Context: an optimization exercise on an open-source flow, tuned for small area and a short achievable clock period. The choices shown serve that exercise and are no tape-out recipe. Only simulation tests tie the RTL to the original design; equivalence was not proved. No activity file was given, so power comes from the tool's default toggle rates.

## dsp_27x27u
module dsp_27x27u #(
    parameter LATENCY = 2,
    parameter AX_WIDTH = 27,
    parameter AY_WIDTH = 27,
    parameter RESULT_A_WIDTH = 54
) (
    input   clock,
    input   resetn,
    input   ivalid,
    input   iready,
    output  ovalid,
    output  oready,
    input [AX_WIDTH-1:0] ax,
    input [AY_WIDTH-1:0] ay,
    output [RESULT_A_WIDTH-1:0] resulta
);
Settings: LEC_CHECK=0, CAP_MARGIN=20, CORE_MARGIN=2, CORE_UTILIZATION=45, SETUP_SLACK_MARGIN=4.8, SLEW_MARGIN=20, SYNTH_HIERARCHICAL=1, SYNTH_MINIMUM_KEEP_SIZE=0, TNS_END_PERCENT=10; clock period 8.5 ns.
standard.sh (not shown) runs the stock make flow with config.mk's settings and CLKGATE_MAP_FILE= SYNTH_SCRIPT=/design/flow/synth_recipe.tcl, a recipe that flattens the netlist after the stock synthesis.
==> flow/flow/run.sh <==
#!/bin/bash
# The standard layout (standard.sh), except that the buffers on the ports are
# plain buffers (buf_2) rather than the delay cells the default picks.
# make's output goes to standard.log; each ORFS step keeps its own log under orfs/logs.
set -euo pipefail
bash standard.sh finish "BUFFER_PORTS_ARGS=-buffer_cell sky130_fd_sc_hd__buf_2" > standard.log 2>&1
The starting point produced a clean layout.
==> next run, changes <==
==> flow/run.sh (new file) <==
#!/bin/bash
# synth_recipe.tcl (not shown) runs the flow's synth.tcl, then flattens the netlist and writes it again
# the make line also repeats each setting of config.mk as NAME=value (left out here)
make -C /OpenROAD-flow-scripts/flow DESIGN_CONFIG=/design/flow/config.mk WORK_HOME=/design/flow/orfs CLKGATE_MAP_FILE= SYNTH_SCRIPT=/design/flow/synth_recipe.tcl finish
--- a/flow/config.mk
+++ b/flow/config.mk
@@ -10,3 +10,3 @@
 export CORE_UTILIZATION = 45
-export SETUP_SLACK_MARGIN = 4.8
+export SETUP_SLACK_MARGIN = 5.0
 export SLEW_MARGIN = 20
@@ -14,2 +14,2 @@
 export SYNTH_MINIMUM_KEEP_SIZE = 0
-export TNS_END_PERCENT = 10
+export TNS_END_PERCENT = 5
removed: flow/flow/run.sh
removed: flow/standard.sh
After rerunning: Wire length drops by 0.84%; maximum frequency drops by 1.4%; die area is unchanged; utilization went up by 1.4 points; first-iteration DRC count is about the same; non-clock buffer count is higher by 19; final area rises by 2.7%.

## run 1
Another version of the RTL of dsp_27x27u (not shown whole).
Size: about 2200 cells after synthesis, ~200 flip-flops, roughly 110 I/O pins, about 21000 um^2 of cells after synthesis.
export LEC_CHECK = 0
export CAP_MARGIN = 20
export CORE_MARGIN = 2
export CORE_UTILIZATION = 55
export SETUP_SLACK_MARGIN = 4.8
export SLEW_MARGIN = 20
export SYNTH_HIERARCHICAL = 1
export SYNTH_MINIMUM_KEEP_SIZE = 0
export TNS_END_PERCENT = 10
create_clock -name core_clock -period 8.5 [get_ports {clock}]
==> flow/flow/run.sh <==
#!/bin/bash
# The standard layout (standard.sh), except that the buffers on the ports are
# plain buffers (buf_2) rather than the delay cells the default picks.
# make's output goes to standard.log; each ORFS step keeps its own log under orfs/logs.
set -euo pipefail
bash standard.sh finish "BUFFER_PORTS_ARGS=-buffer_cell sky130_fd_sc_hd__buf_2" > standard.log 2>&1
[inputs] run 2 vs run 1
-- flow/config.mk --
<<< run 1, line 10
export CORE_UTILIZATION = 55
>>> run 2, line 10
export CORE_UTILIZATION = 45
==> comparison <==
STATUS power: run 2 wins against run 1. The final layout from run 2, which completed every stage, passed the timing, DRC and antenna checks at the end of the flow. Run 1 -> run 2: synthesized cell count delta 0, exact match. The setup slack of run 2 is smaller than that of run 1. Number of multi-input combinational cells essentially unchanged between run 1 and run 2. Relative to run 1, the width of the chip measured on run 2 has increased by more than 10%. Comparing run 2 with run 1, the max-cap check violation count came out essentially unchanged. In the route summary, run 2 ends up with a via count below that of run 1. Arrival time at the worst endpoint (run 2 over run 1): increase, 0.06 ns. From run 1 to run 2 the numbers moved as follows: fraction of power consumed by combinational cells went up 0.5 points, fraction of the core area covered by cells at the end of the flow has decreased. Compared with run 1, run 2 shows a lower highest clock rate.
#### Input delta (run 3 over run 2)
-- flow/config.mk --
<<< run 2, line 11
export SETUP_SLACK_MARGIN = 4.8
>>> run 3, line 11
export SETUP_SLACK_MARGIN = 4.9
<<< run 2, line 15
export TNS_END_PERCENT = 10
>>> run 3, line 15
export TNS_END_PERCENT = 20
[summary]
Run 2 leaves less setup margin than run 3. Internal power consumption was lower in run 2 than in run 3. Sort run 2 and run 3 by number of setup buffers added after CTS, descending, and run 2 comes first. Relative to run 2, worst hold margin has gone down in run 3.

dsp_27x27u with an RTL version that a note above also has.
Size: about 2200 cells after synthesis, roughly 200 flip-flops, roughly 22000 um2 of cells after synthesis.
Design dsp_27x27u, start of the top module:
module dsp_27x27u #(
    parameter LATENCY = 2,
    parameter AX_WIDTH = 27,
    parameter AY_WIDTH = 27,
    parameter RESULT_A_WIDTH = 54
) (
    input   clock,
    input   resetn,
    input   ivalid,
    input   iready,
    output  ovalid,
    output  oready,
    input [AX_WIDTH-1:0] ax,
    input [AY_WIDTH-1:0] ay,
    output [RESULT_A_WIDTH-1:0] resulta
);
clock: 8.5 ns
lec_check: 0
cap_margin: 20
core_margin: 2
core_utilization: 45
setup_slack_margin: 4.55
slew_margin: 20
synth_hierarchical: 1
synth_minimum_keep_size: 0
run.sh (not shown) runs the stock make flow with config.mk's settings and CLKGATE_MAP_FILE= SYNTH_SCRIPT=/design/flow/synth_recipe.tcl, a recipe that flattens the netlist after the stock synthesis.
Stock flow here: none of the scripts above is used.
Rerun with:
- SETUP_SLACK_MARGIN: 4.55 -> 4.8
- TNS_END_PERCENT: unset -> 10
Outcome: Design area shrinks by 0.36%; global-route usage barely changes; first-iteration DRC count grows by 5.4%; total power shrinks by 0.66%; sequential power stays flat; utilization shrinks by 0.19 points.
Rerun with:
- CORE_UTILIZATION: 45 -> 60
Setup slack is worse by 38 ps.
Utilization rose by 17 points.
Non-clock buffer count rose by 6.
Die area falls by 25%.

-- port drivers added, routing unchanged --
Ports are ideal in the flow. The routed layouts listed here were re-timed in OpenROAD. Step 1: set_driving_cell puts a clkbuf_16 on clock and a buf_2 on each other input, an assumption about the parent block. Step 2 times the ports against the registers' clock, not the clock port: input delays grow and output delays shrink by t, the midpoint of the rising clock arrivals with the driver on. Three values: ideal, step 1, step 2; two values: the first two.
| run | t, ns | setup WS [ns] | worst register clock-pin slew, ns | cell pins on the clock port's net |
|---|---|---|---|---|
| the first run of note 1 | 0.524 | 4.521 / 4.464 / 4.254 | 0.08 / 0.08 | 1 |
| the second run of note 1 | 0.521 | 4.463 / 4.408 / 4.168 | 0.09 / 0.09 | 1 |
| run 1 | 0.526 | 4.571 / 4.511 / 4.493 | 0.08 / 0.08 | 1 |
| run 2 | 0.525 | 4.512 / 4.454 / 4.559 | 0.07 / 0.07 | 1 |
| run 3 | 0.526 | 4.560 / 4.506 / 4.626 | 0.07 / 0.07 | 1 |
| the first run of note 3 | 0.524 | 4.471 / 4.416 / 4.299 | 0.08 / 0.08 | 1 |
| the second run of note 3 | 0.522 | 4.488 / 4.433 / 4.155 | 0.08 / 0.08 | 1 |
| the third run of note 3 | 0.514 | 4.450 / 4.390 / 4.131 | 0.09 / 0.09 | 1 |
After both steps every run listed still meets setup and hold. The setup slack of the second run of note 3, which loses most, moves by -0.055 ns with the drivers and by -0.333 ns with both steps.
